This design comes from an exercise in tuning for small area, a short achievable clock period and few clock cycles on the open sky130 flow, not from production work. RTL that was checked went through simulation tests only; none was proved equivalent to the original. Function not checked in runs 1 to 3: the RTL went through the layout flow alone. Power is estimated from default activity; no workload was simulated.

`flow/config.mk`:
```
export PLATFORM = sky130hd
export DESIGN_NAME = CVP14
export DESIGN_NICKNAME = CVP14
export VERILOG_FILES = /design/flow/design.v
export SDC_FILE = /design/flow/constraint.sdc
export NUM_CORES = 8
export LEC_CHECK = 0
export CAP_MARGIN = 30
export CORE_MARGIN = 2
export CORE_UTILIZATION = 40
export SLEW_MARGIN = 30
```
`flow/run.sh`:
```
#!/bin/bash
# synth_recipe.tcl (not shown) runs the flow's synth.tcl, then flattens the netlist and writes it again
# the make line also repeats each setting of config.mk as NAME=value (left out here)
make -C /OpenROAD-flow-scripts/flow DESIGN_CONFIG=/design/flow/config.mk WORK_HOME=/design/flow/orfs CLKGATE_MAP_FILE= SYNTH_SCRIPT=/design/flow/synth_recipe.tcl finish
```
`flow/design.v`:
```
module fadd_a(input [15:0] a, input [15:0] b, output [45:0] p);
  wire [4:0] ea = a[14:10], eb = b[14:10];
  wire sa = a[15], sb = b[15];
  wire [4:0] d = ea - eb;
  wire swap = (eb > ea);
  wire sub = sa ^ sb;
  wire [4:0] E0 = swap ? eb : ea;
  wire [10:0] ma = {|ea, a[9:0]}, mb = {|eb, b[9:0]};
  wire [10:0] mbig = swap ? mb : ma;
  wire [10:0] msml = swap ? ma : mb;
  wire [25:0] al = {msml, 15'b0} >> d;
  wire spec = (&ea) | (&eb);
  wire sign = spec ? ((&ea) ? sa : sb) : (swap ? sb : sa);
  assign p = {spec, sign, E0, sub, mbig, al, sub & (|al[14:0])};
endmodule
module fadd_b(input [45:0] p, output [23:0] q);
  wire spec = p[45], sign = p[44];
  wire [4:0] E0 = p[43:39];
  wire sub = p[38];
  wire [10:0] mbig = p[37:27];
  wire [25:0] al = p[26:1];
  wire borrow = p[0];
  wire [14:0] x = al[14:0];
  wire [11:0] yv = {sub, al[25:15] ^ {11{sub}}};
  wire [12:0] sum = {1'b0, mbig, 1'b1} + {yv, sub & ~borrow};
  wire [11:0] hi = sum[12:1];
  wire z13 = (x[12:0] == 13'd0);
  wire o13 = (x[12:0] == 13'h1FFF);
  wire c14 = ~x[13] & z13;
  wire s13 = sub ? (~x[13] ^ z13) : x[13];
  wire s14 = sub ? (~x[14] ^ c14) : x[14];
  wire or121 = sub ? ~(z13 | o13) : (|x[12:1]);
  wire and121 = sub ? ((x[12:0] == 13'd1) | (x[12:0] == 13'd2)) : (&x[12:1]);
  assign q = {spec, sign, E0, hi, s14, s13, or121, and121, x[0]};
endmodule
module fadd_c(input [23:0] p, output [15:0] y);
  wire spec = p[23], sign = p[22];
  wire [4:0] E0 = p[21:17];
  wire [13:0] H = p[16:3];      
  wire or121 = p[2], and121 = p[1], s0 = p[0];
  wire [11:0] U = H[13:2];      
  wire s14 = H[1], s13 = H[0];
  wire or13_1 = s13 | or121;
  wire or13_0 = s13 | or121 | s0;
  wire or12_0 = or121 | s0;
  wire all14_0 = s14 & s13 & and121 & s0;
  wire all14_1 = s14 & s13 & and121;
  wire [4:0] Ep1 = E0 + 5'd1, Ep2 = E0 + 5'd2, Ep3 = E0 + 5'd3;
  wire e28 = (E0 >= 5'd28), e29 = (E0 >= 5'd29), e30 = (E0 == 5'd30);
  wire cZ = (U == 12'd0);
  wire cO = U[11];
  wire cN = ~U[11] & U[10];
  wire [9:0] frO = U[10:1];
  wire condO = U[0] & (s14 | or13_1 | U[1]);
  wire cyO = U[0] & all14_1;
  wire all1O = &frO, zeroO = (frO == 10'd0);
  wire [9:0] frOi = frO + 10'd1;
  wire [9:0] frN = U[9:0];
  wire condN = s14 & (or13_0 | U[0]);
  wire cyN = all14_0;
  wire all1N = &frN, zeroN = (frN == 10'd0);
  wire [9:0] frNi = frN + 10'd1;
  reg [3:0] lz;
  always @(*)
    casez (U[9:0])
      10'b1?????????: lz = 4'd1;
      10'b01????????: lz = 4'd2;
      10'b001???????: lz = 4'd3;
      10'b0001??????: lz = 4'd4;
      10'b00001?????: lz = 4'd5;
      10'b000001????: lz = 4'd6;
      10'b0000001???: lz = 4'd7;
      10'b00000001??: lz = 4'd8;
      10'b000000001?: lz = 4'd9;
      default:        lz = 4'd10;
    endcase
  wire [11:0] X = {U[9:0], s14, s13} << (lz - 4'd1);
  wire [9:0] frL = X[10:1];
  wire condL = U[9] & s13 & (or12_0 | s14);
  wire bumpL = condL & (U[8:0] == 9'd0) & ~s14;
  reg [4:0] EL;
  always @(*)
    casez (U[9:0])
      10'b1?????????: EL = bumpL ? E0 : E0 - 5'd1;
      10'b01????????: EL = E0 - 5'd2;
      10'b001???????: EL = E0 - 5'd3;
      10'b0001??????: EL = E0 - 5'd4;
      10'b00001?????: EL = E0 - 5'd5;
      10'b000001????: EL = E0 - 5'd6;
      10'b0000001???: EL = E0 - 5'd7;
      10'b00000001??: EL = E0 - 5'd8;
      10'b000000001?: EL = E0 - 5'd9;
      default:        EL = E0 - 5'd10;
    endcase
  reg [4:0] E; reg [9:0] F; reg ovf;
  always @(*) begin
    if (cZ) begin
      E = all14_0 ? 5'd22 : 5'd0; F = 10'd0; ovf = 1'b0;
    end else if (cO) begin
      if (cyO & all1O) begin E = Ep3; F = 10'd0; ovf = e28; end
      else if (condO & zeroO & ~cyO) begin E = Ep2; F = frO; ovf = e29; end
      else begin E = Ep1; F = cyO ? frOi : frO; ovf = e30; end
    end else if (cN) begin
      if (cyN & all1N) begin E = Ep2; F = 10'd0; ovf = e29; end
      else if (condN & zeroN & ~cyN) begin E = Ep1; F = frN; ovf = e30; end
      else begin E = E0; F = cyN ? frNi : frN; ovf = 1'b0; end
    end else begin
      E = EL; F = frL; ovf = 1'b0;
    end
  end
  assign y = (spec | ovf) ? {sign, 5'b11111, 10'd0} : {sign, E, F};
endmodule
module fmul_a(input [15:0] a, input [15:0] b, output [66:0] p);
  wire [4:0] ea = a[14:10], eb = b[14:10];
  wire zero = (ea == 5'd0 && a[9:0] == 10'd0) || (eb == 5'd0 && b[9:0] == 10'd0);
  wire [10:0] ma = {1'b1, a[9:0]}, mb = {1'b1, b[9:0]};
  wire [13:0] pp0 = ma * mb[2:0];
  wire [13:0] pp1 = ma * mb[5:3];
  wire [13:0] pp2 = ma * mb[8:6];
  wire [12:0] pp3 = ma * mb[10:9];
  wire ga = ea > 5'd15, gb = eb > 5'd15;
  wire [4:0] ea1 = ea - 5'd15, eb1 = eb - 5'd15;
  reg [5:0] s0, s1;
  always @(*) begin
    if (ga & gb) begin
      s0 = {1'b0, ea1} + {1'b0, eb1};
      s1 = {1'b0, ea1} + {1'b0, eb1} + 6'd1;
    end else if (ga) begin
      s0 = {1'b0, ea1} - {1'b0, eb};
      s1 = s0;
    end else if (gb) begin
      s0 = {1'b0, eb1} - {1'b0, ea};
      s1 = s0;
    end else begin
      s0 = 6'b110001;
      s1 = 6'b110001;
    end
  end
  wire [5:0] t0 = s0 + 6'd15, t1 = s1 + 6'd15;
  wire [4:0] x0 = t0[5] ? 5'b11111 : t0[4:0];
  wire [4:0] x1 = t1[5] ? 5'b11111 : t1[4:0];
  assign p = {zero, a[15] ^ b[15], x1, x0, pp3, pp2, pp1, pp0};
endmodule
module fmul_b(input [66:0] p, output [23:0] q);
  wire [21:0] prod = {p[54:42], 9'd0} + {2'd0, p[41:28], 6'd0} + {5'd0, p[27:14], 3'd0} + {8'd0, p[13:0]};
  assign q = {p[66:55], prod[21:10]};
endmodule
module fmul_c(input [23:0] p, output [15:0] y);
  wire zero = p[23], sign = p[22];
  wire [4:0] x1 = p[21:17], x0 = p[16:12];
  wire [11:0] ph = p[11:0];    
  assign y = zero ? 16'd0 : (ph[11] ? {sign, x1, ph[10:1]} : {sign, x0, ph[9:0]});
endmodule
module ScalarRegFile (clk, rst, ra1, ra2, rd1, rd2,
                      bw_en, bw_hi, bw_dst, bw_data,
                      ww_lo, ww_hi, ww_dst, ww_data, r7_en, r7_data);
  input clk, rst;
  input [2:0] ra1, ra2;
  output [15:0] rd1, rd2;
  input bw_en, bw_hi;
  input [2:0] bw_dst;
  input [7:0] bw_data;
  input ww_lo, ww_hi;
  input [2:0] ww_dst;
  input [15:0] ww_data;
  input r7_en;
  input [15:0] r7_data;
  wire [15:0] regs [0:7];
  assign rd1 = regs[ra1];
  assign rd2 = regs[ra2];
  genvar g;
  generate
    for (g = 0; g < 8; g = g + 1) begin : entry
      reg [15:0] q;
      assign regs[g] = q;
      always @(posedge clk)
        if (rst)
          q <= 16'h0000;
        else begin
          if (ww_lo && ww_dst == g)              q[7:0] <= ww_data[7:0];
          else if (g == 7 && r7_en)              q[7:0] <= r7_data[7:0];
          else if (bw_en && !bw_hi && bw_dst == g) q[7:0] <= bw_data;
          if (ww_hi && ww_dst == g)              q[15:8] <= ww_data[15:8];
          else if (g == 7 && r7_en)              q[15:8] <= r7_data[15:8];
          else if (bw_en && bw_hi && bw_dst == g)  q[15:8] <= bw_data;
        end
    end
  endgenerate
endmodule
module VectorRegFile (clk, we_l, wd_l, we_a, wd_a, heads);
  input clk;
  input [7:0] we_l, we_a;
  input [15:0] wd_l, wd_a;
  output [127:0] heads;
  genvar g;
  generate
    for (g = 0; g < 8; g = g + 1) begin : entry
      reg [255:0] q;
      wire [255:0] rot = {q[15:0], q[255:16]};
      always @(posedge clk)
        q <= {rot[255:240], we_l[g] ? wd_l : rot[239:224], rot[223:192],
              we_a[g] ? wd_a : rot[191:176], rot[175:0]};
      assign heads[16*g +: 16] = q[15:0];
    end
  endgenerate
endmodule
module CVP14(output [15:0] Addr, output RD, output WR, output V, output [15:0] dataOut,
             input Reset, input Clk1, input [15:0] DataIn);
localparam QD = 4;                   
localparam FQ = 11;                  
localparam MU_IDLE = 2'd0, MU_VLD = 2'd1, MU_VSTW = 2'd2, MU_VSTR = 2'd3;
localparam AU_VADD = 2'd0, AU_VDOT = 2'd1, AU_SMUL = 2'd2;
function ok_add;
  input [15:0] x;
  ok_add = (x[14:0] == 15'd0) | (x[14:10] >= 5'd10 && x[14:10] <= 5'd27);
endfunction
function [4:0] emax;
  input [4:0] m;
  input [15:0] x;
  emax = (x[14:10] > m) ? x[14:10] : m;
endfunction
function [4:0] lim_of;
  input [4:0] m;
  lim_of = (m == 5'd31) ? 5'd0 : ((m <= 5'd14) ? 5'd30 : 5'd44 - m);   
endfunction
function ok_mul;
  input [4:0] lim, e;
  ok_mul = (lim != 5'd0) & (e <= lim);
endfunction
reg [3:0] ph;                        
reg [7:0] zf;                        
reg [7:0] sa;                        
reg [4:0] mx [0:7];                  
reg [4:0] lm [0:7];                  
reg [15:0] addr_q, dout_q;
reg rd_q, wr_q, v_q, vflag;
reg [15:0] q [0:QD-1];
reg [2:0] qn;                        
reg [15:0] ir_pc, fpc;
reg f_act;                           
wire [15:0] ir = q[0];
wire ir_v = (qn != 3'd0);
reg [1:0] mu_st;
reg [3:0] mu_cnt;
reg [15:0] base;
reg [2:0] mu_reg;
reg ld_now, ld_last;                 
reg l_oka;
reg [4:0] l_mx;
reg [15:0] ld1;
reg ld1_v;
reg [2:0] ld1_r;
reg sl_v, sl_wlo, sl_whi;
reg sl_known, sl_safe_q, sl_fp_q;    
reg [15:0] sl_pc;
reg [1:0] sl_op;
reg [2:0] sl_ra, sl_rb, sl_rd;
reg [15:0] sl_sc;
reg rd_busy, rd_act, vdot_wait, rd_us;
reg [1:0] rd_op;
reg [2:0] rd_ra, rd_rb, rd_rd;
reg [3:0] rd_cnt;
reg [4:1] sv, sfirst, slast, sus;
reg [1:0] sop [1:4];
reg [2:0] srd [1:4];
reg [15:0] x1, y1;
reg [45:0] fa_p;
reg [23:0] fb_p;
reg [66:0] ma_p;
reg [23:0] mb_p;
reg [15:0] wres;
reg a_oka;
reg [4:0] a_mx;
reg ldf_v, ldf_oka;                  
reg [2:0] ldf_r;
reg [4:0] ldf_mx;
reg f5_v, f5_oka;                    
reg [2:0] f5_rd;
reg [4:0] f5_mx;
reg us_busy, us_fin, us_vdot, ovf;
reg [15:0] us_pc;
reg [15:0] fq [0:FQ-1];
reg [3:0] fq_wp, fq_rp, fq_cnt;
reg [15:0] np;                       
reg np_v;
reg [15:0] acc;
reg [4:0] acc_k;
reg [1:0] acc_st;                    
reg vd_pend, vd_wlo, vd_whi, vd_wr;
reg [2:0] vd_rd;
reg [45:0] ca_p;
reg [23:0] cb_p;
integer k;
wire [3:0] op = ir[15:12];
wire is_vadd = (op == 4'd0);
wire is_vdot = (op == 4'd1);
wire is_smul = (op == 4'd2);
wire is_sst  = (op == 4'd3);
wire is_vld  = (op == 4'd4);
wire is_vst  = (op == 4'd5);
wire is_sll  = (op == 4'd6);
wire is_slh  = (op == 4'd7);
wire is_j    = (op == 4'd8);
wire is_au = is_vadd | is_vdot | is_smul;
wire is_mu = is_sst | is_vld | is_vst;
wire [2:0] f_d = ir[11:9], f_a = ir[8:6], f_b = ir[5:3];
wire [15:0] rx, ry;
wire [127:0] heads;
wire redirect = us_fin & ovf;
wire blocking_us = us_busy & ~(us_fin & ~ovf);        
wire s4_vec = sv[4] & (sop[4] != AU_VDOT);
function pend_w;
  input [2:0] r;
  pend_w = rd_busy & (rd_op != AU_VDOT) & (rd_rd == r);
endfunction
function au_wpend;
  input [2:0] r;
  au_wpend = (rd_busy & (rd_op != AU_VDOT) & (rd_rd == r)) |
             (sv[1] & (sop[1] != AU_VDOT) & (srd[1] == r)) |
             (sv[2] & (sop[2] != AU_VDOT) & (srd[2] == r)) |
             (sv[3] & (sop[3] != AU_VDOT) & (srd[3] == r)) |
             (s4_vec & (srd[4] == r)) | (f5_v & (f5_rd == r));
endfunction
function sl_w;
  input [2:0] r;
  sl_w = sl_v & (sl_op != AU_VDOT) & (sl_rd == r);
endfunction
function sl_r;
  input [2:0] r;
  sl_r = sl_v & ((sl_ra == r) | ((sl_op != AU_SMUL) & (sl_rb == r)));
endfunction
function flags_pend;
  input [2:0] r;
  flags_pend = au_wpend(r) | ((vld_act | ldf_v) & (mu_reg == r)) | (ldf_v & (ldf_r == r));
endfunction
function pend_s;
  input [2:0] r;
  pend_s = (vd_pend & (vd_wlo | vd_whi) & (vd_rd == r)) |
           (sl_v & (sl_op == AU_VDOT) & (sl_wlo | sl_whi) & (sl_rd == r));
endfunction
wire mu_free = (mu_st == MU_IDLE);
wire vld_act = (mu_st == MU_VLD) | ld_now;            
wire sl_haz = (vld_act & (mu_reg == sl_ra | (mu_reg == sl_rb & (sl_op != AU_SMUL)))) |
              ((mu_st == MU_VSTW) & (mu_reg == sl_rd) & (sl_op != AU_VDOT));
wire wait_rd_d = vdot_wait & (rd_ra == f_d | rd_rb == f_d);
wire sl_safe = (sl_op == AU_VADD) ? (sa[sl_ra] & sa[sl_rb]) :
               (sl_op == AU_VDOT) ? ok_mul(lm[sl_ra], mx[sl_rb]) :
                                    ok_mul(lm[sl_ra], sl_sc[14:10]);
wire sl_fp = flags_pend(sl_ra) | ((sl_op != AU_SMUL) & flags_pend(sl_rb));
wire sl_ok = sl_known & sl_safe_q;
wire blocking = blocking_us | (sl_v & ~sl_ok);
wire sl_start = sl_v & sl_known & ~rd_busy & ~sl_haz & ((sl_op != AU_VDOT) | ~vd_pend) & (sl_safe_q | ~sl_fp_q);
reg issue_ok;
always @(*) begin
  if (is_au)       issue_ok = ~sl_v & (~is_smul | ~pend_s(f_b));
  else if (is_vld) issue_ok = mu_free & ~pend_s(f_a) & ~pend_w(f_d) & ~wait_rd_d & ~sl_r(f_d) & ~sl_w(f_d);
  else if (is_vst) issue_ok = mu_free & ~ld_now & ~pend_s(f_a) & ~pend_w(f_d) & ~sl_w(f_d);
  else if (is_sst) issue_ok = mu_free & ~pend_s(f_a) & ~pend_s(f_d);
  else issue_ok = 1'b1;
end
wire issue = ir_v & ~blocking & ~redirect & issue_ok;
wire au_issue = issue & is_au;
wire mu_issue = issue & is_mu;
wire sll_vd = issue & is_sll & vd_pend & (vd_rd == f_d);
wire slh_vd = issue & is_slh & vd_pend & (vd_rd == f_d);
wire sll_sl = issue & is_sll & sl_v & (sl_op == AU_VDOT) & (sl_rd == f_d);
wire slh_sl = issue & is_slh & sl_v & (sl_op == AU_VDOT) & (sl_rd == f_d);
wire r7_en = redirect & ~(us_vdot & vd_rd == 3'd7);
wire r7_vd = r7_en & vd_pend & (vd_rd == 3'd7);
ScalarRegFile srf(.clk(Clk1), .rst(Reset),
                  .ra1(f_a), .ra2(is_smul ? f_b : f_d), .rd1(rx), .rd2(ry),
                  .bw_en(issue & (is_sll | is_slh)), .bw_hi(is_slh), .bw_dst(f_d), .bw_data(ir[7:0]),
                  .ww_lo(vd_wr & vd_wlo & ~sll_vd & ~r7_vd), .ww_hi(vd_wr & vd_whi & ~slh_vd & ~r7_vd),
                  .ww_dst(vd_rd), .ww_data(acc),
                  .r7_en(r7_en), .r7_data(us_pc));
wire [7:0] we_l = ld1_v ? (8'd1 << ld1_r) : 8'd0;
wire [7:0] we_a = s4_vec ? (8'd1 << srd[4]) : 8'd0;
VectorRegFile vrf(.clk(Clk1), .we_l(we_l), .wd_l(ld1), .we_a(we_a), .wd_a(wres), .heads(heads));
wire [2:0] sel_a = rd_busy ? rd_ra : sl_ra;
wire [2:0] sel_b = rd_busy ? rd_rb : sl_rb;
wire [2:0] sel_c = mu_free ? f_d : mu_reg;
wire [15:0] va = zf[sel_a] ? 16'd0 : heads[16*sel_a +: 16];
wire [15:0] vb = zf[sel_b] ? 16'd0 : heads[16*sel_b +: 16];
wire [15:0] vc = zf[sel_c] ? 16'd0 : heads[16*sel_c +: 16];
wire [1:0] i_op = is_vadd ? AU_VADD : (is_vdot ? AU_VDOT : AU_SMUL);
wire sl_vdot = (sl_op == AU_VDOT);
wire first_read = (sl_start & (~sl_vdot | ph == 4'd0)) | (vdot_wait & ph == 4'd0);
wire read_now = first_read | rd_act;
wire read_last = rd_act & (rd_cnt == 4'd15);
wire [1:0] cur_op = sl_start ? sl_op : rd_op;
wire [2:0] cur_rd = sl_start ? sl_rd : rd_rd;
wire [45:0] fa_pn;
wire [23:0] fb_pn;
wire [66:0] ma_pn;
wire [23:0] mb_pn;
wire [15:0] fc_y, mc_y;
fadd_a ua1(.a(x1), .b(y1), .p(fa_pn));
fadd_b ua2(.p(fa_p), .q(fb_pn));
fadd_c ua3(.p(fb_p), .y(fc_y));
fmul_a um1(.a(x1), .b(y1), .p(ma_pn));
fmul_b um2(.p(ma_p), .q(mb_pn));
fmul_c um3(.p(mb_p), .y(mc_y));
always @(posedge Clk1) begin
  if (Reset) begin
    rd_busy <= 1'b0; rd_act <= 1'b0; vdot_wait <= 1'b0; sl_v <= 1'b0;
    sv <= 4'd0;
    us_busy <= 1'b0; us_fin <= 1'b0; ovf <= 1'b0;
  end else begin
    if (us_fin) begin us_fin <= 1'b0; us_busy <= 1'b0; end
    else if (sv[4] & slast[4] & sus[4]) us_fin <= 1'b1;
    if (sl_start) sl_v <= 1'b0;
    sl_known <= sl_v & ~sl_start;
    sl_safe_q <= sl_safe;
    sl_fp_q <= sl_fp;
    if (sll_sl) sl_wlo <= 1'b0;
    if (slh_sl) sl_whi <= 1'b0;
    if (au_issue) begin
      sl_v <= 1'b1;
      sl_op <= i_op; sl_ra <= f_a; sl_rb <= f_b; sl_rd <= f_d; sl_sc <= ry; sl_pc <= ir_pc;
      sl_wlo <= 1'b1; sl_whi <= 1'b1;
    end
    if (sl_start) begin
      rd_busy <= 1'b1;
      rd_op <= sl_op; rd_ra <= sl_ra; rd_rb <= sl_rb; rd_rd <= sl_rd; rd_us <= ~sl_safe_q;
      if (~sl_safe_q) begin
        us_busy <= 1'b1; us_vdot <= sl_vdot; us_pc <= sl_pc; ovf <= 1'b0;
      end
      vdot_wait <= sl_vdot & (ph != 4'd0);
    end
    if (vdot_wait & ph == 4'd0) vdot_wait <= 1'b0;
    if (first_read) begin rd_act <= 1'b1; rd_cnt <= 4'd1; end
    else if (rd_act) begin rd_cnt <= rd_cnt + 4'd1; if (rd_cnt == 4'd15) rd_act <= 1'b0; end
    if (read_last) rd_busy <= 1'b0;
    sv <= {sv[3:1], read_now};
    if (sv[4] & (wres == 16'h7C00)) ovf <= 1'b1;
  end
end
always @(posedge Clk1) begin
  if (read_now) begin
    x1 <= va;
    if (cur_op != AU_SMUL) y1 <= vb;
    else if (sl_start) y1 <= sl_sc;
  end
  sfirst <= {sfirst[3:1], first_read};
  slast <= {slast[3:1], read_last};
  sus <= {sus[3:1], sl_start ? ~sl_safe_q : rd_us};
  sop[1] <= cur_op; sop[2] <= sop[1]; sop[3] <= sop[2]; sop[4] <= sop[3];
  srd[1] <= cur_rd; srd[2] <= srd[1]; srd[3] <= srd[2]; srd[4] <= srd[3];
  fa_p <= fa_pn;
  fb_p <= fb_pn;
  ma_p <= ma_pn;
  mb_p <= mb_pn;
  wres <= (sop[3] == AU_VADD) ? fc_y : mc_y;
  if (s4_vec) begin
    a_oka <= (a_oka | sfirst[4]) & ok_add(wres);
    a_mx <= emax(sfirst[4] ? 5'd0 : a_mx, wres);
  end
end
wire push = sv[4] & (sop[4] == AU_VDOT);
wire fq_has = (fq_cnt != 4'd0);
wire step = vd_pend & np_v & (acc_st == 2'd0) & (acc_k != 5'd16);
wire np_load_q = step & fq_has;                        
wire np_load_p = push & (step ? ~fq_has : ~np_v);       
wire fq_push = push & ~np_load_p;
wire [45:0] ca_pn;
wire [23:0] cb_pn;
wire [15:0] cc_y;
fadd_a uc1(.a(acc), .b(np), .p(ca_pn));
fadd_b uc2(.p(ca_p), .q(cb_pn));
fadd_c uc3(.p(cb_p), .y(cc_y));
always @(posedge Clk1) begin
  if (Reset) begin
    vd_pend <= 1'b0; acc_st <= 2'd0; vd_wr <= 1'b0; np_v <= 1'b0;
  end else begin
    if (sll_vd | r7_vd) vd_wlo <= 1'b0;
    if (slh_vd | r7_vd) vd_whi <= 1'b0;
    if (sl_start & sl_vdot) begin
      vd_pend <= 1'b1; vd_rd <= sl_rd; vd_wlo <= sl_wlo & ~sll_sl; vd_whi <= sl_whi & ~slh_sl;
      acc_k <= 5'd0; fq_cnt <= 4'd0; fq_wp <= 4'd0; fq_rp <= 4'd0; np_v <= 1'b0;
    end else begin
      if (fq_push) fq_wp <= (fq_wp == FQ - 1) ? 4'd0 : fq_wp + 4'd1;
      if (np_load_q) fq_rp <= (fq_rp == FQ - 1) ? 4'd0 : fq_rp + 4'd1;
      fq_cnt <= fq_cnt + {3'd0, fq_push} - {3'd0, np_load_q};
      if (step) acc_k <= acc_k + 5'd1;
      if (np_load_q | np_load_p) np_v <= 1'b1;
      else if (step) np_v <= 1'b0;
    end
    acc_st <= {acc_st[0], step & (acc_k != 5'd0)};
    vd_wr <= acc_st[1] & (acc_k == 5'd16);
    if (vd_wr) vd_pend <= 1'b0;
  end
end
always @(posedge Clk1) begin
  if (fq_push) fq[fq_wp] <= wres;
  if (np_load_q) np <= fq[fq_rp];
  else if (np_load_p) np <= wres;
  ca_p <= ca_pn;
  cb_p <= cb_pn;
  if (step & (acc_k == 5'd0)) acc <= np;
  else if (acc_st[1]) acc <= cc_y;
end
wire [3:0] eoff0 = is_vld ? ph + 4'd1 : 4'd0;
wire [6:0] soff = {ir[5], ir[5:0]} + {3'd0, eoff0};
wire [15:0] addr_now = rx + {{9{soff[6]}}, soff};
wire [15:0] base_now = rx + {{10{ir[5]}}, ir[5:0]};
reg n_mu_port, n_mu_rd, n_mu_wr, n_ld, n_ld_last, n_first;
reg [15:0] n_dout;
reg [3:0] n_eoff, n_mu_cnt;
reg [1:0] n_mu_st;
always @(*) begin
  n_mu_port = 1'b0; n_mu_rd = 1'b0; n_mu_wr = 1'b0; n_ld = 1'b0; n_ld_last = 1'b0;
  n_first = 1'b0; n_eoff = 4'd0; n_dout = vc;
  n_mu_st = mu_st; n_mu_cnt = mu_cnt;
  case (mu_st)
    MU_IDLE:
      if (mu_issue) begin
        n_first = 1'b1;
        if (is_vld) begin
          n_mu_port = 1'b1; n_mu_rd = 1'b1; n_ld = 1'b1;
          n_mu_st = MU_VLD; n_mu_cnt = 4'd1;
        end else if (is_sst) begin
          n_mu_port = 1'b1; n_mu_wr = 1'b1; n_dout = ry;
        end else if (ph == 4'd0) begin
          n_mu_port = 1'b1; n_mu_wr = 1'b1; n_mu_st = MU_VSTR;
        end else
          n_mu_st = MU_VSTW;
      end
    MU_VLD: begin
      n_mu_port = 1'b1; n_mu_rd = 1'b1; n_ld = 1'b1; n_eoff = ph + 4'd1;
      n_mu_cnt = mu_cnt + 4'd1;
      if (mu_cnt == 4'd15) begin n_mu_st = MU_IDLE; n_ld_last = 1'b1; end
    end
    MU_VSTW:
      if (ph == 4'd0) begin
        n_mu_port = 1'b1; n_mu_wr = 1'b1; n_mu_st = MU_VSTR;
      end
    MU_VSTR: begin
      n_mu_port = 1'b1; n_mu_wr = 1'b1; n_eoff = ph;
      if (ph == 4'd15) n_mu_st = MU_IDLE;
    end
  endcase
end
wire [15:0] n_mu_addr = n_first ? addr_now : base + {12'd0, n_eoff};
wire flush = redirect | (issue & is_j);
wire [15:0] jt = ir_pc + {{4{ir[11]}}, ir[11:0]};
wire [15:0] jt1 = ir_pc + {{4{ir[11]}}, ir[11:0]} + 16'd1;
wire [15:0] target = redirect ? 16'hFFF0 : jt;
wire [15:0] target1 = redirect ? 16'hFFF1 : jt1;
wire [15:0] fpc1 = fpc + 16'd1;
wire arrive = f_act & ~flush;
wire [2:0] qn_a = qn + {2'd0, arrive};                
wire [2:0] qn_b = qn - {2'd0, ~arrive};               
wire [2:0] n_qn = flush ? 3'd0 : (issue ? qn_b : qn_a);
wire room_a = (qn_a != QD);
wire n_f_act = ~n_mu_port & (issue | flush | room_a);
wire [15:0] fetch_addr = flush ? target : fpc;
wire n_vflag = redirect | (vflag & ~issue);
always @(posedge Clk1) begin
  if (Reset) begin
    ph <= 4'd0;
    zf <= 8'hFF; sa <= 8'hFF;
    for (k = 0; k < 8; k = k + 1) begin mx[k] <= 5'd0; lm[k] <= 5'd30; end
    ldf_v <= 1'b0;
    qn <= 3'd0; ir_pc <= 16'd0; fpc <= 16'd1; f_act <= 1'b1;
    addr_q <= 16'd0; rd_q <= 1'b1; wr_q <= 1'b0; v_q <= 1'b0; vflag <= 1'b0;
    mu_st <= MU_IDLE; ld_now <= 1'b0; ld_last <= 1'b0; ld1_v <= 1'b0;
    f5_v <= 1'b0;
  end else begin
    ph <= ph + 4'd1;
    qn <= n_qn;
    ir_pc <= flush ? target : (issue ? ir_pc + 16'd1 : ir_pc);
    fpc <= flush ? (n_f_act ? target1 : target) : (n_f_act ? fpc1 : fpc);
    f_act <= n_f_act;
    addr_q <= n_mu_port ? n_mu_addr : fetch_addr;
    rd_q <= n_mu_port ? n_mu_rd : n_f_act;
    wr_q <= n_mu_port & n_mu_wr;
    vflag <= n_vflag;
    v_q <= n_vflag & ~n_mu_port & n_f_act;    
    mu_st <= n_mu_st; mu_cnt <= n_mu_cnt;
    ld_now <= n_ld; ld_last <= n_ld_last;
    ld1_v <= ld_now; ld1_r <= mu_reg;
    if (ld_now) begin
      l_oka <= l_oka & ok_add(DataIn);
      l_mx <= emax(l_mx, DataIn);
    end
    if (ld_last) zf[mu_reg] <= 1'b0;
    ldf_v <= ld_last & ~au_wpend(mu_reg) & ~sl_w(mu_reg);
    ldf_r <= mu_reg;
    ldf_oka <= l_oka & ok_add(DataIn);
    ldf_mx <= emax(l_mx, DataIn);
    if (ldf_v & ~au_wpend(ldf_r) & ~sl_w(ldf_r)) begin
      sa[ldf_r] <= ldf_oka;
      mx[ldf_r] <= ldf_mx;
      lm[ldf_r] <= lim_of(ldf_mx);
    end
    f5_v <= s4_vec & slast[4];
    f5_rd <= srd[4];
    f5_oka <= (a_oka | sfirst[4]) & ok_add(wres);
    f5_mx <= emax(sfirst[4] ? 5'd0 : a_mx, wres);
    if (f5_v & ~((rd_busy & (rd_op != AU_VDOT) & (rd_rd == f5_rd)) |
                 (sv[1] & (sop[1] != AU_VDOT) & (srd[1] == f5_rd)) |
                 (sv[2] & (sop[2] != AU_VDOT) & (srd[2] == f5_rd)) |
                 (sv[3] & (sop[3] != AU_VDOT) & (srd[3] == f5_rd)) |
                 (s4_vec & (srd[4] == f5_rd)) |
                 (vld_act & (mu_reg == f5_rd)) | (ld1_v & (ld1_r == f5_rd)) | sl_w(f5_rd))) begin
      sa[f5_rd] <= f5_oka;
      mx[f5_rd] <= f5_mx;
      lm[f5_rd] <= lim_of(f5_mx);
    end
    if (read_last & (rd_op != AU_VDOT)) zf[rd_rd] <= 1'b0;
    if (mu_issue & is_vld) begin
      sa[f_d] <= 1'b0; mx[f_d] <= 5'd31; lm[f_d] <= 5'd0;
      l_oka <= 1'b1; l_mx <= 5'd0;
    end
    if (sl_start & ~sl_vdot) begin
      sa[sl_rd] <= 1'b0; mx[sl_rd] <= 5'd31; lm[sl_rd] <= 5'd0;
    end
  end
end
wire [QD-1:0] at_a = arrive ? (1 << qn) : {QD{1'b0}};
wire [QD-1:0] at_b = arrive ? (1 << (qn - 3'd1)) : {QD{1'b0}};
always @(posedge Clk1) begin
  for (k = 0; k < QD; k = k + 1)
    if (issue ? at_b[k] : at_a[k]) q[k] <= DataIn;
    else if (issue && k < QD - 1) q[k] <= q[k + 1];
end
always @(posedge Clk1) begin
  if (mu_issue) begin base <= base_now; mu_reg <= f_d; end
  dout_q <= n_dout;
  ld1 <= DataIn;
end
assign Addr = addr_q;
assign RD = rd_q;
assign WR = wr_q;
assign V = v_q;
assign dataOut = dout_q;
endmodule
```
`flow/constraint.sdc`:
```
create_clock -name core_clock -period 20.0 [get_ports {Clk1}]
set_input_delay 4.0000 -clock core_clock [delete_from_list [all_inputs] [get_ports {Clk1}]]
set_output_delay 4.0000 -clock core_clock [all_outputs]
set_load 0.01 [all_outputs]
```
==> results of run 1 <==
## final cells by class
class / count / area, µm²
clock buffer: 437 / 9010
fill: 24500 / 148000
sequential: 3132 / 67300
tap: 3589 / 4490
antenna: 7 / 17.5
multi-input combinational: 5467 / 40200
timing repair buffer: 192 / 1660
inverter: 272 / 1020
clock inverter: 123 / 1500
## critical path: stages (launching register included)
cell	delay [ns]
edfxtp_1	0.48
buf_4	0.61
xor2_1	0.21
o41ai_1	0.12
a41o_1	0.27
a2111oi_1	0.40
a211o_1	0.35
and3_1	0.70
nor2_2	0.12
nand2_1	0.41
inv_1	0.12
ha_1	0.21
ha_1	0.29
or4_1	0.61
a21o_1	0.30
nand2_1	0.38
nor2_1	0.10
o32a_1	0.34
nor3_1	0.18
## final timing paths
kind,startpoint,endpoint,slack (ns),depth (start not counted)
max,q[0][7],fpc[3],13.64,18
min,vrf.entry[6].q[165],vrf.entry[6].q[149],0.28,0
max reg2reg,q[0][7],fpc[3],13.64,18
min reg2reg,vrf.entry[6].q[165],vrf.entry[6].q[149],0.28,0
## cell usage in the layout (no fill, tap or decap), drive strengths merged, types with 31 or more instances in the layout
cell / netlist / routed
o21ai: 327 / 327
nand4: 73 / 73
a221oi: 33 / 33
inv: 268 / 288
a211oi: 125 / 125
mux4: 158 / 158
o221ai: 57 / 57
clkdlybuf4s50: 0 / 51
o31ai: 33 / 33
edfxtp: 460 / 460
o22ai: 56 / 56
a21oi: 339 / 339
nand3: 211 / 211
or3: 40 / 40
nor2: 576 / 576
o21a: 31 / 31
nand2b: 55 / 55
nand2: 957 / 957
o211ai: 50 / 50
buf: 116 / 139
a31oi: 60 / 60
and2: 85 / 85
clkbuf: 369 / 439
xnor2: 195 / 195
nor3: 132 / 132
a21boi: 32 / 32
fa: 64 / 64
a21o: 63 / 63
a311oi: 72 / 72
nor2b: 65 / 65
ha: 308 / 308
a222oi: 44 / 44
clkinv: 4 / 71
mux2: 342 / 342
and3: 65 / 65
nor4: 57 / 57
mux2i: 175 / 175
xor2: 212 / 212
dfxtp: 2672 / 2672
## cells by family (layout without fill, tap and decap cells)
logic type                 after synthesis  count (layout)  share of synthesized area, %
AOI/OAI and AO/OA                     1571            1571                          9.68
xor gates and xnor gates               407             407                          3.24
adders and majority gates              372             372                          4.66
buffers and inverters                  757            1024                          2.70
DFF                                   3132            3132                          61.1
muxes                                  675             675                          8.32
other                                    0               7                             0
and+or+nand+nor                       2442            2442                          10.3
## where the power goes
group / internal, mW / switching [mW]
Sequential: 6.94 / 0.370
Combinational: 1.51 / 2.91
Clock: 3.48 / 2.46
## routing by layer
metal | up-vias | wire, µm
met5 | - | 27
met2 | 2758 | 138000
met3 | 665 | 21000
met4 | 4 | 12200
li1 | 33200 | -
met1 | 35100 | 134000
## per-stage QoR
stage	power, mW	setup slack [ns]	util, %	hold slack (ns)
final	17.7	13.64	45.8	0.279
after global routing	18.4	13.35	45.8	0.280
after CTS	17.7	13.70	45.7	0.272
after detailed placement	11.8	12.87	41.9	0.312
after global placement	11.7	12.93	41.8	0.310
after floorplan	10.1	12.98	-	0.310
==> impl_metrics.yaml, run 1 <==
status:
  outcome: "finished clean"
yosys:
  netlist_instances: 9356
  synth.top_cell.area_share_pct: 48.6
  yosysUniqueCellTypes: 97
  synth-seq-cells: 3132
  yosysTopAreaCell: "dfxtp_1"
  ys.flop_type: "dfxtp_1"
  postSynthAreaPerCell_um2: 11.8
  synth_area_um2: 110000
  synth_edf_count: 460
  synth_top_cells_by_area: "dfxtp_1 49%, edfxtp_1 13%, ha_1 3.5%, mux2_2 3.5%, nand2_1 3.3%"
  synthArstFlopShare_pct: 0
  synth_common_cells: "2672 x dfxtp_1, 957 x nand2_1, 571 x nor2_1"
  synth_nets: 9746
  yosysSeqAreaShare_pct: 61.1
  yosysMostFrequentCell: "dfxtp_1"
  ys_warn_count: 9
clock_network:
  htree_levels: 5
  ctsResizeCount: 0
  clk_path_buf_depth: 4
  cts_tree: "yes"
  cts_root_buffer: "clkbuf_16"
  numCtsBuffers: 310
  cts_sinks: 3132
  post_cts_buffers: 0
  clkTransAtPathRegs_ns: 0.06
  clk_latency_ns: 0.89
  hold_buffers: 0
sta:
  grt_setup_unrepaired: "false"
  tns_ns: 0
  skew_ns: 0.0726
  slew_headroom_pct: 28.4
  finalCriticalPeriod_ns: 6.36
  finalCritPeriodShare_pct: 31.8
  timing.fmax_ghz: 0.157
  tightest_slew_ns: 1.07
  setup_violations: 0
  final-hold-violation-count: 0
  drv_slew: 0
worst_setup_path:
  worstSetupStartpointType: "flop"
  crit_path_end_kind: "flop"
  path_class: "flop to flop"
  critPathRequiredTime_ns: 20.72
  path_max_fanout: 61
  cp.arrival_ns: 7.08
floorplan:
  placementRows: 192
  start_util_pct: 40.2
  dieArea_um2: 279000
  die_width_um: 529
  fp.dieH_um: 529
  io_pins: 53
  fp.coreArea_um2: 274000
pwr:
  power_leakage_nw: 49.0
  power_density_nw_per_um2: 141
  vdd_drop_max_mv: 0.109
global_route:
  grt-busiest-layer: "met2"
  met1_usage_pct: 28.8
  grt_pass1_vias: 70900
  antenna_found_initial: 16
  grt.total_usage_pct: 21.3
  use_met3_pct: 3.60
  grtUsageMet2_pct: 33.9
  grt_pass1_wl_um: 454000
  globalRoute.totalOverflow: 0
  grt_start_max_net_pins: 74
run:
  drv_cap: 0
route:
  detail_route.wirelength_um: 305000
  drc: 0
  vias: 71800
  via_per_inst: 5.43
  wire_per_inst_um: 23.1
  drtIter0Drc: 7216
  dr.pass1.iters: 9
  ant_nets: 0
layout:
  largest_reg_flops: 2048
  area_delta_synth_final_pct: 13.8
  final_nets: 9765
  final_area_um2: 125000
  top_register: "vrf.entry.q"
  reg_top3: "vrf.entry.q: 2048 flops, fq: 176 flops, srf.entry.q: 128 flops"
  final_cells: 13200
  drive_gt1_share_pct: 13.2
place:
  place_inst: 12600
  placed_area_um2: 115000
  place_congestion: 0.897
  io_buffers: 52
  dpl.hpwl_um: 204000
min_path:
  hold_path.class: "flop to flop"
==> run 2: changes to the inputs <==
--- a/flow/design.v
+++ b/flow/design.v
@@ -503,44 +503,41 @@
 wire [6:0] soff = {ir[5], ir[5:0]} + {3'd0, eoff0};
 wire [15:0] addr_now = rx + {{9{soff[6]}}, soff};
 wire [15:0] base_now = rx + {{10{ir[5]}}, ir[5:0]};
-reg n_mu_port, n_mu_rd, n_mu_wr, n_ld, n_ld_last, n_first;
-reg [15:0] n_dout;
-reg [3:0] n_eoff, n_mu_cnt;
-reg [1:0] n_mu_st;
+reg c_port, c_rd, c_wr, c_ld, c_ld_last;
+reg [3:0] c_eoff, c_cnt;
+reg [1:0] c_st;
 always @(*) begin
-  n_mu_port = 1'b0; n_mu_rd = 1'b0; n_mu_wr = 1'b0; n_ld = 1'b0; n_ld_last = 1'b0;
-  n_first = 1'b0; n_eoff = 4'd0; n_dout = vc;
-  n_mu_st = mu_st; n_mu_cnt = mu_cnt;
+  c_port = 1'b0; c_rd = 1'b0; c_wr = 1'b0; c_ld = 1'b0; c_ld_last = 1'b0;
+  c_eoff = 4'd0; c_st = mu_st; c_cnt = mu_cnt;
   case (mu_st)
-    MU_IDLE:
-      if (mu_issue) begin
-        n_first = 1'b1;
-        if (is_vld) begin
-          n_mu_port = 1'b1; n_mu_rd = 1'b1; n_ld = 1'b1;
-          n_mu_st = MU_VLD; n_mu_cnt = 4'd1;
-        end else if (is_sst) begin
-          n_mu_port = 1'b1; n_mu_wr = 1'b1; n_dout = ry;
-        end else if (ph == 4'd0) begin
-          n_mu_port = 1'b1; n_mu_wr = 1'b1; n_mu_st = MU_VSTR;
-        end else
-          n_mu_st = MU_VSTW;
-      end
     MU_VLD: begin
-      n_mu_port = 1'b1; n_mu_rd = 1'b1; n_ld = 1'b1; n_eoff = ph + 4'd1;
-      n_mu_cnt = mu_cnt + 4'd1;
-      if (mu_cnt == 4'd15) begin n_mu_st = MU_IDLE; n_ld_last = 1'b1; end
+      c_port = 1'b1; c_rd = 1'b1; c_ld = 1'b1; c_eoff = ph + 4'd1;
+      c_cnt = mu_cnt + 4'd1;
+      if (mu_cnt == 4'd15) begin c_st = MU_IDLE; c_ld_last = 1'b1; end
     end
     MU_VSTW:
       if (ph == 4'd0) begin
-        n_mu_port = 1'b1; n_mu_wr = 1'b1; n_mu_st = MU_VSTR;
+        c_port = 1'b1; c_wr = 1'b1; c_st = MU_VSTR;
       end
     MU_VSTR: begin
-      n_mu_port = 1'b1; n_mu_wr = 1'b1; n_eoff = ph;
-      if (ph == 4'd15) n_mu_st = MU_IDLE;
+      c_port = 1'b1; c_wr = 1'b1; c_eoff = ph;
+      if (ph == 4'd15) c_st = MU_IDLE;
     end
+    default: ;
   endcase
 end
-wire [15:0] n_mu_addr = n_first ? addr_now : base + {12'd0, n_eoff};
+wire [15:0] c_addr = base + {12'd0, c_eoff};
+wire i_port = is_vld | is_sst | (is_vst & (ph == 4'd0));
+wire [1:0] i_st = is_vld ? MU_VLD : (is_vst ? ((ph == 4'd0) ? MU_VSTR : MU_VSTW) : MU_IDLE);
+wire n_mu_port = mu_issue ? i_port : c_port;
+wire n_mu_rd = mu_issue ? is_vld : c_rd;
+wire n_mu_wr = mu_issue ? (is_sst | is_vst) : c_wr;
+wire n_ld = mu_issue ? is_vld : c_ld;
+wire n_ld_last = ~mu_issue & c_ld_last;
+wire [1:0] n_mu_st = mu_issue ? i_st : c_st;
+wire [3:0] n_mu_cnt = mu_issue ? 4'd1 : c_cnt;
+wire [15:0] n_dout = (mu_issue & is_sst) ? ry : vc;
+wire [15:0] n_mu_addr = mu_issue ? addr_now : c_addr;
 wire flush = redirect | (issue & is_j);
 wire [15:0] jt = ir_pc + {{4{ir[11]}}, ir[11:0]};
 wire [15:0] jt1 = ir_pc + {{4{ir[11]}}, ir[11:0]} + 16'd1;
@@ -552,7 +549,9 @@
 wire [2:0] qn_b = qn - {2'd0, ~arrive};               
 wire [2:0] n_qn = flush ? 3'd0 : (issue ? qn_b : qn_a);
 wire room_a = (qn_a != QD);
-wire n_f_act = ~n_mu_port & (issue | flush | room_a);
+wire f_if_issue = ~c_port & ~(is_mu & i_port);        
+wire f_no_issue = ~c_port & (redirect | room_a);
+wire n_f_act = issue ? f_if_issue : f_no_issue;
 wire [15:0] fetch_addr = flush ? target : fpc;
 wire n_vflag = redirect | (vflag & ~issue);
 always @(posedge Clk1) begin
==> impl_metrics.yaml, run 2 <==
status:
  outcome: "finished clean"
worst_setup_path:
  cpMostUsedCell: "buf_4"
  cp.arrival_ns: 7.73
  r2r_cells: 18
  worst_r2r_startpoint: "q[0][15]"
  crit_path_end_kind: "flop"
  worstSetupStartpointType: "input pin"
  path_buf_inv: 4
  slowest_stage: "buf_4"
  critPathRequiredTime_ns: 20.73
  path_max_fanout: 75
  crit_start: "Reset"
  crit_cells: 7
  critical-path-max-stage-delay_ns: 0.79
  cp_top_family: "buffers and inverters"
  path_class: "input pin to flop"
  crit_chain: "clkbuf_8 -> buf_4 -> buf_4 -> buf_4 -> nor2_1 -> nor2_1 -> mux2_2"
clock_network:
  htree_levels: 5
  hold_buffers: 0
  clk_path_buf_depth: 4
  post_cts_buffers: 0
  cts_sinks: 3132
  clkTransAtPathRegs_ns: 0.06
  cts_root_buffer: "clkbuf_16"
  clk_latency_ns: 0.87
  numCtsBuffers: 307
  cts_tree: "yes"
  ctsResizeCount: 0
pwr:
  power_leakage_nw: 48.4
  intPower_mw: 11.9
  p_sw_share_pct: 31.6
  p_switching_mw: 5.50
  power_mw: 17.4
  p_comb_share_pct: 23.8
  power_density_nw_per_um2: 140
  vdd_drop_max_mv: 0.102
  pwr-share-seq_pct: 42.4
  clkPwrFrac_pct: 33.8
yosys:
  synth_area_um2: 110000
  postSynthAreaPerCell_um2: 12.0
  synth_top_cells_by_area: "dfxtp_1 49%, edfxtp_1 13%, mux4_2 3.8%, mux2_2 3.6%, ha_1 3.5%"
  ys.flop_type: "dfxtp_1"
  synthSimpleGateAreaFrac_pct: 9.30
  synth-seq-cells: 3132
  synth_common_cells: "2672 x dfxtp_1, 833 x nand2_1, 541 x nor2_1"
  synth_mux_area_share_pct: 9.63
  synth_edf_count: 460
  yosysSeqAreaShare_pct: 61.4
  netlist_instances: 9150
  synth_nets: 9540
  synth.top_cell.area_share_pct: 48.8
  ys_warn_count: 9
  synth_top_family_by_area: "multiplexers"
  synthXorXnorAreaFrac_pct: 3.27
  synthArstFlopShare_pct: 0
  yosysTopAreaCell: "dfxtp_1"
  synth_fa_ha_area_share_pct: 4.69
  yosysMostFrequentCell: "dfxtp_1"
  yosysUniqueCellTypes: 89
  synth_compound_area_share_pct: 9.12
route:
  vias: 69800
  dr.pass1.iters: 7
  drc: 0
  wire_per_inst_um: 22.4
  drtIter0Drc: 5997
  via_per_inst: 5.37
  ant_nets: 0
  detail_route.wirelength_um: 292000
floorplan:
  start_util_pct: 40.1
  fp.dieH_um: 527
  io_pins: 53
  fp.coreArea_um2: 273000
  dieArea_um2: 278000
  die_width_um: 527
  placementRows: 192
layout:
  reg_top3: "vrf.entry.q: 2048 flops, fq: 176 flops, srf.entry.q: 128 flops"
  final_nets: 9563
  layout_commonest_cell: "dfxtp_1"
  drive_gt1_share_pct: 13.4
  largest_reg_flops: 2048
  mostFrequentLayoutCells: "2669 x dfxtp_1, 825 x nand2_1, 532 x nor2_1"
  area_delta_synth_final_pct: 13.7
  top_register: "vrf.entry.q"
sta:
  timing.fmax_ghz: 0.143
  slew_headroom_pct: 28.1
  drv_slew: 0
  setup_violations: 0
  tns_ns: 0
  finalCritPeriodShare_pct: 35.0
  final-hold-violation-count: 0
  hold_ws_ns: 0.279
  tightest_slew_ns: 1.07
  grt_setup_unrepaired: "false"
  skew_ns: 0.0719
  finalCriticalPeriod_ns: 6.99
global_route:
  antenna_found_initial: 20
  grt.total_usage_pct: 20.5
  grt_start_max_net_pins: 76
  grt_pass1_vias: 68600
  globalRoute.totalOverflow: 0
  grt_pass1_wl_um: 438000
run:
  drv_cap: 0
place:
  dpl.hpwl_um: 194000
  io_buffers: 52
  place_congestion: 0.910
min_path:
  holdPathStages: 0
  hp-start: "vrf.entry[5].q[91]"
  hold_path.class: "flop to flop"
run 2: layout make-up:
class / count / area (µm²)
sequential: 3132 / 67300
antenna: 5 / 12.5
inverter: 266 / 998
fill: 24100 / 149000
clock inverter: 120 / 1420
clock buffer: 436 / 9020
tap: 3589 / 4490
timing repair buffer: 177 / 1530
multi-input combinational: 5289 / 39800
run 2: logic make-up after synthesis:
logic type | Yosys count
adder cells (fa/ha/maj) | 372
XOR/XNOR | 409
AND/OR/NAND/NOR | 2206
multiplexers | 777
flip-flops | 3132
AO/OA/AOI/OAI | 1525
buffers and inverters | 729
run 2: metrics by stage:
stage | instance area [µm²] | util [%] | setup WS (ns) | std cells
after global placement | 114000 | 41.7 | 12.32 | 12400
final | 125000 | 45.6 | 13.01 | 13000
after detailed placement | 114000 | 41.8 | 12.27 | 12400
after floorplan | 110000 | - | 12.94 | 9150
after global routing | 125000 | 45.6 | 12.92 | 13000
after CTS | 124000 | 45.6 | 13.19 | 13000
run 2: power groups by stage:
| stage | Clock, mW | Combinational [mW] | Sequential [mW] |
|---|---|---|---|
| after floorplan | 0 | 2.76 | 7.32 |
| after global placement | 0 | 4.03 | 7.52 |
| after detailed placement | 0 | 4.09 | 7.53 |
| after CTS | 6.01 | 4.12 | 7.40 |
| after global routing | 6.27 | 4.49 | 7.44 |
| final | 5.89 | 4.15 | 7.40 |
run 2: final timing paths:
kind / endpoint / slack (ns)
setup / recovery: flop / 13.01
hold / removal: vrf.entry[5].q[75] / 0.28
setup reg to reg: fpc[4] / 14.35
hold reg to reg: vrf.entry[5].q[75] / 0.28
run 2: per-layer routing:
layer | wire (µm) | vias to the layer above | GRT usage [%]
li1 | - | 32400 | -
met1 | 130000 | 34400 | 28.0
met2 | 132000 | 2446 | 32.6
met3 | 18300 | 587 | 3.46
met4 | 11100 | 0 | 7.51
met5 | 0 | - | 0
==> run 3: changes to the inputs <==
--- a/flow/config.mk
+++ b/flow/config.mk
@@ -5,7 +5,7 @@
 export SDC_FILE = /design/flow/constraint.sdc
 export NUM_CORES = 8
 export LEC_CHECK = 0
-export CAP_MARGIN = 30
+export CAP_MARGIN = 50
 export CORE_MARGIN = 2
 export CORE_UTILIZATION = 40
-export SLEW_MARGIN = 30
+export SLEW_MARGIN = 50
==> impl_metrics.yaml, run 3 <==
status:
  outcome: "finished clean"
worst_setup_path:
  path_class: "input pin to flop"
  critical-path-max-stage-delay_ns: 0.58
  cp.arrival_ns: 6.98
  r2r_slack_ns: 14.20
  crit_chain: "clkbuf_8 -> buf_6 -> buf_6 -> buf_6 -> nor2_1 -> nor2_1 -> mux2_2"
  crit_path_end_kind: "flop"
  path_max_fanout: 75
  slowest_stage: "buf_6"
  r2r_cells: 18
  worst_r2r_startpoint: "q[0][15]"
  crit_start: "Reset"
  worstSetupStartpointType: "input pin"
  critPathRequiredTime_ns: 20.72
  cpMostUsedCell: "buf_6"
global_route:
  antenna_found_initial: 15
  globalRoute.totalOverflow: 0
  grt_start_max_net_pins: 76
  grt_pass1_wl_um: 439000
  grt_pass1_vias: 68900
  grt.total_usage_pct: 20.6
min_path:
  holdPathStages: 0
  hold_path.class: "flop to flop"
  hp-start: "vrf.entry[5].q[235]"
yosys:
  yosysSeqAreaShare_pct: 61.4
  yosysTopAreaCell: "dfxtp_1"
  synth_edf_count: 460
  yosysUniqueCellTypes: 89
  synth_common_cells: "2672 x dfxtp_1, 833 x nand2_1, 541 x nor2_1"
  synth_nets: 9540
  yosysMostFrequentCell: "dfxtp_1"
  synthArstFlopShare_pct: 0
  netlist_instances: 9150
  ys_warn_count: 9
  synth.top_cell.area_share_pct: 48.8
  synth-seq-cells: 3132
  synth_area_um2: 110000
  synth_top_cells_by_area: "dfxtp_1 49%, edfxtp_1 13%, mux4_2 3.8%, mux2_2 3.6%, ha_1 3.5%"
  postSynthAreaPerCell_um2: 12.0
  ys.flop_type: "dfxtp_1"
layout:
  final_nets: 9598
  seqCellArea_um2: 67300
  final_area_um2: 125000
  fillers: 24300
  final_cells: 13000
  multi_input_area_um2: 40100
  layout_commonest_cell: "dfxtp_1"
  reg_top3: "vrf.entry.q: 2048 flops, fq: 176 flops, srf.entry.q: 128 flops"
  largest_reg_flops: 2048
  top_register: "vrf.entry.q"
  mostFrequentLayoutCells: "2653 x dfxtp_1, 821 x nand2_1, 529 x nor2_1"
  drive_gt1_share_pct: 14.4
  final_core_util_pct: 45.8
  area_delta_synth_final_pct: 14.3
floorplan:
  start_util_pct: 40.1
  placementRows: 192
  die_width_um: 527
  fp.coreArea_um2: 273000
  io_pins: 53
  dieArea_um2: 278000
  fp.dieH_um: 527
pwr:
  p_sw_share_pct: 31.7
  p_switching_mw: 5.54
  intPower_mw: 12.0
  pwr-share-seq_pct: 42.2
  power_leakage_nw: 48.8
  power_mw: 17.5
  vdd_drop_max_mv: 0.118
  power_density_nw_per_um2: 140
  p_comb_share_pct: 23.9
  clkPwrFrac_pct: 33.9
clock_network:
  post_cts_buffers: 0
  cts_root_buffer: "clkbuf_16"
  hold_buffers: 0
  cts_sinks: 3132
  clk_latency_ns: 0.87
  cts_tree: "yes"
  ctsResizeCount: 0
  numCtsBuffers: 308
  htree_levels: 5
  clk_path_buf_depth: 4
  clkTransAtPathRegs_ns: 0.06
route:
  ant_nets: 0
  wire_per_inst_um: 22.4
  via_per_inst: 5.35
  drc: 0
  detail_route.wirelength_um: 293000
  drtIter0Drc: 6049
  dr.pass1.iters: 6
  vias: 69800
place:
  place_congestion: 0.910
  dpl.hpwl_um: 195000
  io_buffers: 52
  place_inst: 12500
  placed_area_um2: 115000
sta:
  finalCritPeriodShare_pct: 31.3
  drv_slew: 0
  tns_ns: 0
  finalCriticalPeriod_ns: 6.26
  slew_headroom_pct: 48.2
  skew_ns: 0.0996
  timing.fmax_ghz: 0.160
  grt_setup_unrepaired: "false"
  final-hold-violation-count: 0
  setup_violations: 0
  tightest_slew_ns: 0.771
run:
  drv_cap: 0
==> run 3: cell counts after synthesis <==
Identical to the previous run, type by type.
==> run 3: kinds of logic (layout without fill, tap and decap cells) <==
group | Yosys count | count (layout) | synth area share (%)
compound gates | 1525 | 1525 | 9.12
xor+xnor | 409 | 409 | 3.27
fa+ha+maj | 372 | 372 | 4.69
buf+inv | 729 | 1027 | 2.55
flops | 3132 | 3132 | 61.4
mux | 777 | 777 | 9.63
other cells | 0 | 8 | 0
simple gates | 2206 | 2206 | 9.30
==> run 3: cell type report <==
cell class / instances / share of cell area [%]
flip-flops and latches: 3132 / 53.8
multi-input cells: 5289 / 32.0
clock buffers: 408 / 6.99
well taps: 3589 / 3.59
repair buffers: 211 / 1.47
clock inverters: 142 / 1.39
inverters: 266 / 0.798
diodes: 8 / 0.0160
==> run 3: metrics by stage <==
| stage | hold WS [ns] | setup WS [ns] |
|---|---|---|
| 6_report | 0.253 | 13.74 |
| 5_1_grt | 0.259 | 13.61 |
| 4_1_cts | 0.255 | 13.63 |
| 3_5_place_dp | 0.312 | 12.73 |
| 3_3_place_gp | 0.309 | 12.32 |
| 2_1_floorplan | 0.310 | 12.94 |
==> run 3: path summary, 6_finish.rpt <==
kind	end
setup / recovery	flop
hold / removal	vrf.entry[5].q[219]
setup reg to reg	fpc[5]
hold reg to reg	vrf.entry[5].q[219]
==> run 3: power by group through the flow <==
stage	Sequential, mW	Combinational [mW]	Clock, mW
6_report	7.39	4.19	5.93
2_1_floorplan	7.32	2.76	0
3_5_place_dp	7.52	4.13	0
5_1_grt	7.43	4.53	6.30
3_3_place_gp	7.52	4.03	0
4_1_cts	7.39	4.15	6.05
==> run 3: worst max-delay path, delay by kind of cell <==
family / cells / cell delay [ns]
buffers and inverters: 4 / 2.00
and+or+nand+nor: 2 / 0.44
muxes: 1 / 0.39
==> run 3: per-layer routing <==
metal  GRT usage [%]  wire length, µm  up-vias
li1                -                -    32500
met1            28.3           131000    34400
met2            32.9           133000     2429
met3            3.31            18300      561
met4            7.15            10400        2
met5               0               13        -
==> run 4: changes to the inputs <==
--- a/flow/design.v
+++ b/flow/design.v
@@ -227,6 +227,8 @@
   input [4:0] lim, e;
   ok_mul = (lim != 5'd0) & (e <= lim);
 endfunction
+reg rst;
+always @(posedge Clk1) rst <= Reset;
 reg [3:0] ph;                        
 reg [7:0] zf;                        
 reg [7:0] sa;                        
@@ -248,7 +250,7 @@
 reg l_oka;
 reg [4:0] l_mx;
 reg [15:0] ld1;
-reg ld1_v;
+reg ld1_v, ld_first, ld1_first, ld1_last;
 reg [2:0] ld1_r;
 reg sl_v, sl_wlo, sl_whi;
 reg sl_known, sl_safe_q, sl_fp_q;    
@@ -331,7 +333,7 @@
 endfunction
 function flags_pend;
   input [2:0] r;
-  flags_pend = au_wpend(r) | ((vld_act | ldf_v) & (mu_reg == r)) | (ldf_v & (ldf_r == r));
+  flags_pend = au_wpend(r) | (vld_act & (mu_reg == r)) | (ld1_v & (ld1_r == r)) | (ldf_v & (ldf_r == r));
 endfunction
 function pend_s;
   input [2:0] r;
@@ -367,7 +369,7 @@
 wire slh_sl = issue & is_slh & sl_v & (sl_op == AU_VDOT) & (sl_rd == f_d);
 wire r7_en = redirect & ~(us_vdot & vd_rd == 3'd7);
 wire r7_vd = r7_en & vd_pend & (vd_rd == 3'd7);
-ScalarRegFile srf(.clk(Clk1), .rst(Reset),
+ScalarRegFile srf(.clk(Clk1), .rst(rst),
                   .ra1(f_a), .ra2(is_smul ? f_b : f_d), .rd1(rx), .rd2(ry),
                   .bw_en(issue & (is_sll | is_slh)), .bw_hi(is_slh), .bw_dst(f_d), .bw_data(ir[7:0]),
                   .ww_lo(vd_wr & vd_wlo & ~sll_vd & ~r7_vd), .ww_hi(vd_wr & vd_whi & ~slh_vd & ~r7_vd),
@@ -401,7 +403,7 @@
 fmul_b um2(.p(ma_p), .q(mb_pn));
 fmul_c um3(.p(mb_p), .y(mc_y));
 always @(posedge Clk1) begin
-  if (Reset) begin
+  if (rst) begin
     rd_busy <= 1'b0; rd_act <= 1'b0; vdot_wait <= 1'b0; sl_v <= 1'b0;
     sv <= 4'd0;
     us_busy <= 1'b0; us_fin <= 1'b0; ovf <= 1'b0;
@@ -469,7 +471,7 @@
 fadd_b uc2(.p(ca_p), .q(cb_pn));
 fadd_c uc3(.p(cb_p), .y(cc_y));
 always @(posedge Clk1) begin
-  if (Reset) begin
+  if (rst) begin
     vd_pend <= 1'b0; acc_st <= 2'd0; vd_wr <= 1'b0; np_v <= 1'b0;
   end else begin
     if (sll_vd | r7_vd) vd_wlo <= 1'b0;
@@ -555,14 +557,14 @@
 wire [15:0] fetch_addr = flush ? target : fpc;
 wire n_vflag = redirect | (vflag & ~issue);
 always @(posedge Clk1) begin
-  if (Reset) begin
+  if (rst) begin
     ph <= 4'd0;
     zf <= 8'hFF; sa <= 8'hFF;
     for (k = 0; k < 8; k = k + 1) begin mx[k] <= 5'd0; lm[k] <= 5'd30; end
     ldf_v <= 1'b0;
     qn <= 3'd0; ir_pc <= 16'd0; fpc <= 16'd1; f_act <= 1'b1;
     addr_q <= 16'd0; rd_q <= 1'b1; wr_q <= 1'b0; v_q <= 1'b0; vflag <= 1'b0;
-    mu_st <= MU_IDLE; ld_now <= 1'b0; ld_last <= 1'b0; ld1_v <= 1'b0;
+    mu_st <= MU_IDLE; ld_now <= 1'b0; ld_last <= 1'b0; ld1_v <= 1'b0; ld1_last <= 1'b0;
     f5_v <= 1'b0;
   end else begin
     ph <= ph + 4'd1;
@@ -578,15 +580,17 @@
     mu_st <= n_mu_st; mu_cnt <= n_mu_cnt;
     ld_now <= n_ld; ld_last <= n_ld_last;
     ld1_v <= ld_now; ld1_r <= mu_reg;
-    if (ld_now) begin
-      l_oka <= l_oka & ok_add(DataIn);
-      l_mx <= emax(l_mx, DataIn);
+    ld_first <= mu_issue & is_vld;
+    ld1_first <= ld_first; ld1_last <= ld_last;
+    if (ld1_v) begin
+      l_oka <= (l_oka | ld1_first) & ok_add(ld1);
+      l_mx <= emax(ld1_first ? 5'd0 : l_mx, ld1);
     end
     if (ld_last) zf[mu_reg] <= 1'b0;
-    ldf_v <= ld_last & ~au_wpend(mu_reg) & ~sl_w(mu_reg);
-    ldf_r <= mu_reg;
-    ldf_oka <= l_oka & ok_add(DataIn);
-    ldf_mx <= emax(l_mx, DataIn);
+    ldf_v <= ld1_last & ~au_wpend(ld1_r) & ~sl_w(ld1_r);
+    ldf_r <= ld1_r;
+    ldf_oka <= (l_oka | ld1_first) & ok_add(ld1);
+    ldf_mx <= emax(ld1_first ? 5'd0 : l_mx, ld1);
     if (ldf_v & ~au_wpend(ldf_r) & ~sl_w(ldf_r)) begin
       sa[ldf_r] <= ldf_oka;
       mx[ldf_r] <= ldf_mx;
@@ -609,7 +613,6 @@
     if (read_last & (rd_op != AU_VDOT)) zf[rd_rd] <= 1'b0;
     if (mu_issue & is_vld) begin
       sa[f_d] <= 1'b0; mx[f_d] <= 5'd31; lm[f_d] <= 5'd0;
-      l_oka <= 1'b1; l_mx <= 5'd0;
     end
     if (sl_start & ~sl_vdot) begin
       sa[sl_rd] <= 1'b0; mx[sl_rd] <= 5'd31; lm[sl_rd] <= 5'd0;
==> impl_metrics.yaml, run 4 <==
status:
  outcome: "finished clean"
yosys:
  yosysMostFrequentCell: "dfxtp_1"
  yosysSeqAreaShare_pct: 61.4
  synth-seq-cells: 3139
  postSynthAreaPerCell_um2: 12.1
  ys_warn_count: 9
  yosysTopAreaCell: "dfxtp_1"
  synth_nets: 9488
  ys.flop_type: "dfxtp_1"
  synth_area_um2: 110000
  synthArstFlopShare_pct: 0
  yosysUniqueCellTypes: 114
  netlist_instances: 9102
  synth_top_cells_by_area: "dfxtp_1 49%, edfxtp_1 13%, mux4_2 3.9%, ha_1 3.5%, mux2_2 3.3%"
  synth.top_cell.area_share_pct: 48.7
  synth_edf_count: 465
  synth_common_cells: "2674 x dfxtp_1, 789 x nand2_1, 558 x nor2_1"
route:
  drc: 0
  vias: 69400
  drtIter0Drc: 6292
  dr.pass1.iters: 9
  via_per_inst: 5.34
  ant_nets: 0
  detail_route.wirelength_um: 295000
  wire_per_inst_um: 22.7
min_path:
  hold_path.class: "flop to flop"
  min_to: "vrf.entry[6].q[25]"
  holdPathStages: 0
  hp-start: "vrf.entry[6].q[41]"
place:
  io_buffers: 52
  place_congestion: 0.911
  pre_cts_ws_ns: 14.49
  dpl.hpwl_um: 199000
clock_network:
  ctsResizeCount: 0
  hold_buffers: 0
  clk_latency_ns: 0.89
  cts_root_buffer: "clkbuf_16"
  post_cts_buffers: 0
  cts_sinks: 3139
  clkTransAtPathRegs_ns: 0.06
  cts_tree: "yes"
  htree_levels: 5
  clk_path_buf_depth: 4
  numCtsBuffers: 308
pwr:
  power_leakage_nw: 48.7
  power_density_nw_per_um2: 143
  vdd_drop_max_mv: 0.119
worst_setup_path:
  critical-path-max-stage-delay_ns: 0.54
  slowest_stage: "clkdlybuf4s50_1"
  r2r_cells: 19
  path_class: "flop to output pin"
  path_max_fanout: 1
  r2r_end: "fpc[7]"
  r2r_slack_ns: 14.49
  worstSetupStartpointType: "flop"
  critPathRequiredTime_ns: 16.00
  worst_r2r_startpoint: "q[0][11]"
  crit_path_end_kind: "output pin"
  cp.arrival_ns: 1.74
  cp_top_family: "buffers and inverters"
  path_buf_inv: 1
  crit_chain: "clkdlybuf4s50_1"
floorplan:
  placementRows: 192
  fp.dieH_um: 528
  start_util_pct: 40.2
  dieArea_um2: 279000
  die_width_um: 528
  io_pins: 53
  fp.coreArea_um2: 273000
global_route:
  grt_pass1_vias: 68300
  grt_pass1_wl_um: 442000
  grt_start_max_net_pins: 124
  antenna_found_initial: 12
  grt.total_usage_pct: 20.7
  globalRoute.totalOverflow: 0
sta:
  timing.fmax_ghz: 0.174
  slew_headroom_pct: 50.0
  drv_slew: 0
  final-hold-violation-count: 0
  skew_ns: 0.103
  grt_setup_unrepaired: "false"
  tns_ns: 0
  finalCritPeriodShare_pct: 28.7
  tightest_slew_ns: 0.747
  finalCriticalPeriod_ns: 5.74
  setup_ws_ns: 14.26
  setup_violations: 0
layout:
  mostFrequentLayoutCells: "2656 x dfxtp_1, 785 x nand2_1, 542 x nor2_1"
  area_delta_synth_final_pct: 14.4
  layout_commonest_cell: "dfxtp_1"
  reg_top3: "vrf.entry.q: 2048 flops, fq: 176 flops, srf.entry.q: 128 flops"
  multi_input_area_um2: 40200
  largest_reg_flops: 2048
  drive_gt1_share_pct: 15.2
  final_nets: 9550
  fillers: 24300
  top_register: "vrf.entry.q"
  seqCellArea_um2: 67500
run:
  drv_cap: 0
[run 4: cell types whose count changed after synthesis, sizes merged, moves of 17 or more]
cell,change
a222oi,+45
o211ai,-35
a22oi,+25
nor3,-25
buf,+30
nor2,+17
nand2,-38
nor3b,-43
a21oi,-40
and3,+25
a211oi,-30
o211a,+22
[run 4: worst max-delay path by stage]
stage          slack (ns)         end      start  cells past startpoint
5_1_grt             14.12      fpc[7]   q[0][11]                     19
3_3_place_gp        14.34      fpc[7]    rd_busy                     17
3_5_place_dp        14.49      fpc[7]   q[0][11]                     19
4_1_cts             14.19  dataOut[6]  dout_q[6]                      1
6_report            14.26  dataOut[1]  dout_q[1]                      1
2_1_floorplan       15.48    base[14]    q[0][6]                     19
[run 4: kinds of logic (layout without fill, tap and decap cells)]
kind of cell / Yosys count / count (layout) / share of synthesized area (%)
flip-flops: 3139 / 3139 / 61.4
AND/OR/NAND/NOR: 2189 / 2189 / 9.34
AO/OA/AOI/OAI: 1495 / 1495 / 9.12
multiplexers: 749 / 749 / 9.39
buffers and inverters: 735 / 1045 / 2.68
XOR/XNOR: 427 / 427 / 3.40
adder cells (fa/ha/maj): 368 / 368 / 4.63
other: 0 / 6 / 0
[run 4: stage by stage]
stage                     utilization, %  hold slack, ns  total power [mW]  instance area, µm²  cells
final                               46.0           0.293              18.0              126000  13000
after global placement              41.8           0.310              12.0              114000  12400
after CTS                           45.9           0.289              18.1              125000  13000
after floorplan                        -           0.310              10.5              110000   9102
after global routing                46.0           0.296              18.8              126000  13000
after detailed placement            42.1           0.312              12.1              115000  12400
[run 4: routing by layer]
metal	routed length [µm]	vias to the layer above	part of all wire [%]	global-route usage [%]
met5	0	-	0	0
met4	10300	0	3.5	7.28
met3	19300	508	6.6	3.60
met2	130000	2307	44	31.9
met1	135000	34300	46	29.3
li1	-	32300	-	-
[run 4: power breakdown]
| part | switching (mW) | internal (mW) |
|---|---|---|
| logic | 2.92 | 1.65 |
| clock network | 2.45 | 3.47 |
| registers | 0.409 | 7.06 |
[run 4: area by class of cell]
type | instances | area share, %
flip-flops and latches | 3139 | 53.7
repair buffers | 232 | 1.61
inverters | 255 | 0.762
multi-input cells | 5228 | 32.0
clock inverters | 148 | 1.34
well taps | 3589 | 3.57
clock buffers | 410 | 7.00
diodes | 6 | 0.0120
Testbench counts of run 4, summed over its fixed seeds: cycles 88,620.

Check on run 4: ideal ports give 14.257 ns setup slack; a clkbuf_16 on the clock port and buf_2 on the inputs give 14.167 ns; moving port delays by the midpoint clock arrival (0.926 ns) as well gives 14.486 ns.
